What follows belongs to an exercise in optimizing a design on an open flow for small area, a short achievable clock period and few clock cycles per item; a production flow would make more cautious choices.
Only simulation tests tie the RTL to the original design; equivalence was not proved.

==> flow/design.v (excerpt) <==
module aes_8_bit (rst, clk, key_in, d_in, d_out, d_vld);
    input rst, clk;
    input [7:0] key_in;
    input [7:0] d_in;
    output reg [7:0] d_out;
    output reg d_vld;
    reg [6:0] cnt;
    always @(posedge clk) begin
        if (rst) cnt <= 7'd0;
        else if (cnt != 7'd127) cnt <= cnt + 7'd1;
    end
    localparam CW = 32;
    localparam [CW-1:0] CW0 = 32'b10000010000000000000000000000001;
    wire [CW-1:0] nx;
  ...
Size in the first run: about 22,000 um^2 of cells after synthesis.
Settings: LEC_CHECK=0, CAP_MARGIN=20, CORE_MARGIN=2, CORE_UTILIZATION=55, SETUP_SLACK_MARGIN=4.0, SLEW_MARGIN=20; clock period 7.0 ns.
run.sh (not shown) runs the stock make flow with config.mk's settings and CLKGATE_MAP_FILE= SYNTH_SCRIPT=/design/flow/synth_recipe.tcl, a recipe that flattens the netlist after the stock synthesis.
Testbench counts at the start, summed over its fixed seeds: cycles 47,104, blocks 512.
Change:
--- a/flow/config.mk
+++ b/flow/config.mk
@@ -9,4 +9,4 @@
 export CORE_MARGIN = 2
 export CORE_UTILIZATION = 55
-export SETUP_SLACK_MARGIN = 4.0
+export SETUP_SLACK_MARGIN = 4.3
 export SLEW_MARGIN = 20
Outcome:
- design area climbs by 6.6%
- routed wire length climbs by 3.8%
- global-route usage climbs by 0.56 points
- sequential share of layout area drops by 2.4 points
- synthesized cell count does not change
- synthesized area is unchanged
- register-to-register slack gains 100 ps
- worst setup slack gains 100 ps
- via count climbs by 4.4%
Change:
--- a/flow/config.mk
+++ b/flow/config.mk
@@ -6,4 +6,5 @@
 export NUM_CORES = 4
 export LEC_CHECK = 0
+export ABC_AREA = 1
 export CAP_MARGIN = 20
 export CORE_MARGIN = 2
After rerunning:
- The changed run finished with timing, DRC and antenna clean
- non-clock buffer count is lower by 54
- die area hardly moves
- critical path depth came out lower by 4
- clock-buffer cell count is lower by 1
- clock skew climbs by 25 ps
- final cell count climbs by 19%
- setup slack improves by 130 ps
- cell area went down by about 0.5%
- synthesized cell count rises by about 24%

========
job 5999:
Another version of the RTL of aes_8_bit (not shown whole).
Size in the first run: ~2,000 cells after synthesis, ~27 I/O pins, roughly 21,000 sq um of cells after synthesis.
export LEC_CHECK = 0
export CAP_MARGIN = 20
export CORE_MARGIN = 2
export CORE_UTILIZATION = 50
export SETUP_SLACK_MARGIN = 4.3
export SLEW_MARGIN = 20
create_clock -name core_clock -period 7.0 [get_ports {clk}]
Testbench counts of job 5999, summed over its fixed seeds: cycles 47,104, blocks 512.
## Diff of input files: job 1024 against job 5999
- CORE_UTILIZATION now 55, was 50
- SETUP_SLACK_MARGIN now 4.4, was 4.3
Results
Job 1024 went all the way through the flow, and no timing, DRC or antenna check failed. No stage failed in job 5999, and the final checks on the layout all came back clean. Comparing job 5999 and job 1024, the higher area enclosed by the die boundary is on job 5999. [compare] base=job 5999 new=job 1024: count of non-filler cells in the finished layout +32, minimum setup slack after placement now larger.
Edits applied to the flow inputs when going from job 1024 to job 4273:
- SETUP_SLACK_MARGIN changed from 4.4 to 4.3
- ABC_AREA newly set to 1
### Flow results
Looking at cell area after layout, job 4273 sits 300 sq um higher than job 1024 does. Final-layout fill cell count in job 4273 vs job 1024: up about 30%. Per the comparison of job 4273 with job 1024, routed length on met3 has increased, sequential share of layout area has decreased, peak per-stage delay on the critical path has decreased, non-clock buffer instance count of the final layout has decreased.
Changes in job 3464 relative to job 4273:
- CORE_UTILIZATION: 55 -> 45
- ABC_AREA: 1 -> unset
- SETUP_SLACK_MARGIN: 4.3 -> 4.2
### Flow results
- Sequential share of layout area up 2.1 points in job 3464 wrt job 4273
- Worst setup margin down 0.15 ns in job 3464 wrt job 4273
- Comparing job 3464 and job 4273, the higher pre-CTS setup slack was measured on job 4273.
- From job 4273 to job 3464 the numbers moved as follows: flip-flop and latch count roughly the same; final cell count has decreased.
### job 3464 -> job 4967
- a change of SETUP_SLACK_MARGIN from 4.2 to 4.3
- an added ABC_CLOCK_PERIOD_IN_PS of 2800
- a change of CORE_UTILIZATION from 45 to 55
--- outcome ---
- Of job 3464 and job 4967, the lower global-route usage belongs to job 3464.
- Job 4967 ends up with a non-clock buffer total of the final layout that is about 2.5% lower than in job 3464.
- Job 4967 gives less synthesis-to-layout area growth than job 3464 did.
- Delta (job 4967 minus job 3464): post-layout instance area about even, global-route wire length before repair fell about 3%, share of final-layout standard cells stronger than drive strength 1 has increased.
- Job 4967 reports a higher worst path setup slack after routing than job 3464 does.

========
Starting RTL as in the previous note.
## aes_8_bit
module aes_8_bit (rst, clk, key_in, d_in, d_out, d_vld);
    input rst, clk;
    input [7:0] key_in;
    input [7:0] d_in;
    output reg [7:0] d_out;
    output reg d_vld;
    reg [6:0] cnt;
    always @(posedge clk) begin
        if (rst) cnt <= 7'd0;
        else if (cnt != 7'd127) cnt <= cnt + 7'd1;
    end
    localparam CW = 32;
    localparam [CW-1:0] CW0 = 32'b10000010000000000000000000000001;
    wire [CW-1:0] nx;
  ...
Settings: LEC_CHECK=0, CAP_MARGIN=20, CELL_PAD_IN_SITES_DETAIL_PLACEMENT=0, CELL_PAD_IN_SITES_GLOBAL_PLACEMENT=0, CORE_MARGIN=2, CORE_UTILIZATION=55, SETUP_SLACK_MARGIN=4.3, SLEW_MARGIN=20; clock period 7.0 ns.
The baseline finished with timing, DRC and antenna clean.
Testbench counts at the start, summed over its fixed seeds: cycles 47,104, blocks 512.
Rerun with:
Settings changed: CELL_PAD_IN_SITES_DETAIL_PLACEMENT 0 to not set, CELL_PAD_IN_SITES_GLOBAL_PLACEMENT 0 to not set, SETUP_SLACK_MARGIN 4.3 to 4.6.
Result: The new run passed the timing, design-rule and antenna checks. Routed wire length grows by 11%. Cell count goes up by about 5%. Global-route usage goes up by 2.7 points.
Rerun with:
Settings changed: CORE_UTILIZATION 55 to 60, SETUP_SLACK_MARGIN 4.6 to 4.3.
Effect:
- final cell count came out lower by 6.6%
- setup slack is worse by 0.042 ns
- maximum frequency decreases by 1.5%
Rerun with:
Settings changed: CORE_UTILIZATION 60 to 55, GPL_ROUTABILITY_DRIVEN set to 0, GPL_TIMING_DRIVEN set to 1.
What happened: The changed run went through all stages and came out clean; worst setup slack is better by 0.036 ns; via count barely changes; first-iteration DRC count is lower by 9.6%.

========
v16:
Starting RTL as in the previous note.
## aes_8_bit
module aes_8_bit (rst, clk, key_in, d_in, d_out, d_vld);
    input rst, clk;
    input [7:0] key_in;
    input [7:0] d_in;
    output reg [7:0] d_out;
    output reg d_vld;
    reg [6:0] cnt;
    always @(posedge clk) begin
        if (rst) cnt <= 7'd0;
        else if (cnt != 7'd127) cnt <= cnt + 7'd1;
    end
    localparam CW = 32;
    localparam [CW-1:0] CW0 = 32'b10000010000000000000000000000001;
    wire [CW-1:0] nx;
  ...
==> flow/config.mk <==
export PLATFORM = sky130hd
export DESIGN_NAME = aes_8_bit
export DESIGN_NICKNAME = aes_8_bit
export VERILOG_FILES = /design/flow/design.v
export SDC_FILE = /design/flow/constraint.sdc
export NUM_CORES = 4
export LEC_CHECK = 0
export CAP_MARGIN = 20
export CORE_MARGIN = 2
export CORE_UTILIZATION = 55
export PLACE_DENSITY_LB_ADDON = 0.1
export SETUP_SLACK_MARGIN = 4.3
export SLEW_MARGIN = 20
==> flow/constraint.sdc <==
create_clock -name core_clock -period 7.0 [get_ports {clk}]
set_input_delay 1.4000 -clock core_clock [delete_from_list [all_inputs] [get_ports {clk}]]
set_output_delay 1.4000 -clock core_clock [all_outputs]
set_load 0.01 [all_outputs]
Testbench counts of v16, summed over its fixed seeds: cycles 47,104, blocks 512.
What v15 does differently from v16 at the input level:
diff --git a/flow/config.mk b/flow/config.mk
--- a/flow/config.mk
+++ b/flow/config.mk
@@ -8 +8 @@
-export CAP_MARGIN = 20
+export CAP_MARGIN = 5
@@ -11 +10,0 @@
-export PLACE_DENSITY_LB_ADDON = 0.1
@@ -13 +12 @@
-export SLEW_MARGIN = 20
+export SLEW_MARGIN = 5
Findings:
- A first element of the critical path of P2[0]$_DFF_P_ is what v15 shows, while P2[8]$_DFF_P_ belongs to v16.
- [v15] detailed placer's ending HPWL rose about 3% relative to v16
- In the reports for v15 and v16, the smaller non-clock buffer area fraction after layout belongs to v15.
- v15 reports its slowest stage cell on the critical path as sky130_fd_sc_hd__xnor2_1 while v16 reports sky130_fd_sc_hd__dfxtp_4.
- Compared with v16, non-clock buffer count in v15 decreased by more than 10%.
- Count of clock-buffer cells in the layout: lower on v16
- v15 against v16: setup slack at placement higher; total wirelength of the detailed-routed design higher; number of well-tap cells placed saw little to no change.
- Going from v16 to v15, final clock period utilization by the worst path +1.7 points, cell count lost 33, count of multi-input gates roughly the same, achievable frequency shrank by 15 MHz.
Input-level comparison between v47 and v15:
diff --git a/flow/config.mk b/flow/config.mk
--- a/flow/config.mk
+++ b/flow/config.mk
@@ -8 +8 @@
-export CAP_MARGIN = 5
+export CAP_MARGIN = 20
@@ -12 +12 @@
-export SLEW_MARGIN = 5
+export SLEW_MARGIN = 20
## What came out
- v15 vs v47, timing startpoint of the critical path: P2[0]$_DFF_P_ vs P2[10]$_DFF_P_
- v47 vs v15 — first-iteration DRC count climbed by a few percent
- Taking v15 as the reference, in v47 sequential cell area in the final layout level, met3 usage now sits higher.
- Via count: v47 vs v15, no meaningful difference

==> port drivers added, routing unchanged <==
No port has a modelled driver above. Below, the same layouts with a new extraction and two added sets of constraints.
Step 1 sets driving cells, clkbuf_16 on the clock port and buf_2 on the other inputs (assumed; they add their load-dependent delay and slew).
Step 2 adds t to the input delays and takes it off the output delays; t is the mean of the earliest and latest rising clock arrival at the registers after step 1. Input paths then give back, and output paths get back, about the clock's delay inside the block.
Three values: no drivers, after step 1, after step 2; two values: the first two.
run	shift t [ns]	slack for setup (ns)	worst setup path after step 2
the first run of note 1	0.613	3.962 / 3.962 / 3.625	input to register
the second run of note 1	0.623	4.066 / 4.066 / 3.821	input to register
the third run of note 1	0.637	4.193 / 4.193 / 3.842	input to register
job 5999	0.621	4.273 / 4.273 / 3.688	input to register
job 1024	0.615	4.314 / 4.314 / 3.816	input to register
job 4273	0.629	4.345 / 4.345 / 3.791	input to register
job 3464	0.611	4.193 / 4.215 / 3.604	input to register
job 4967	0.631	4.263 / 4.263 / 3.694	input to register
the first run of note 3	0.631	4.263 / 4.263 / 3.694	input to register
the second run of note 3	0.626	4.278 / 4.278 / 3.765	input to register
the third run of note 3	0.603	4.236 / 4.236 / 3.702	input to register
the fourth run of note 3	0.614	4.272 / 4.287 / 3.690	input to register
v16	0.625	4.271 / 4.271 / 3.746	input to register
v15	0.627	4.151 / 4.151 / 3.722	input to register
v47	0.631	4.263 / 4.263 / 3.694	input to register
After both steps setup and hold are still met in every run listed. The setup slack of job 3464, which loses most, moves by +0.022 ns with the drivers and by -0.589 ns with both steps.
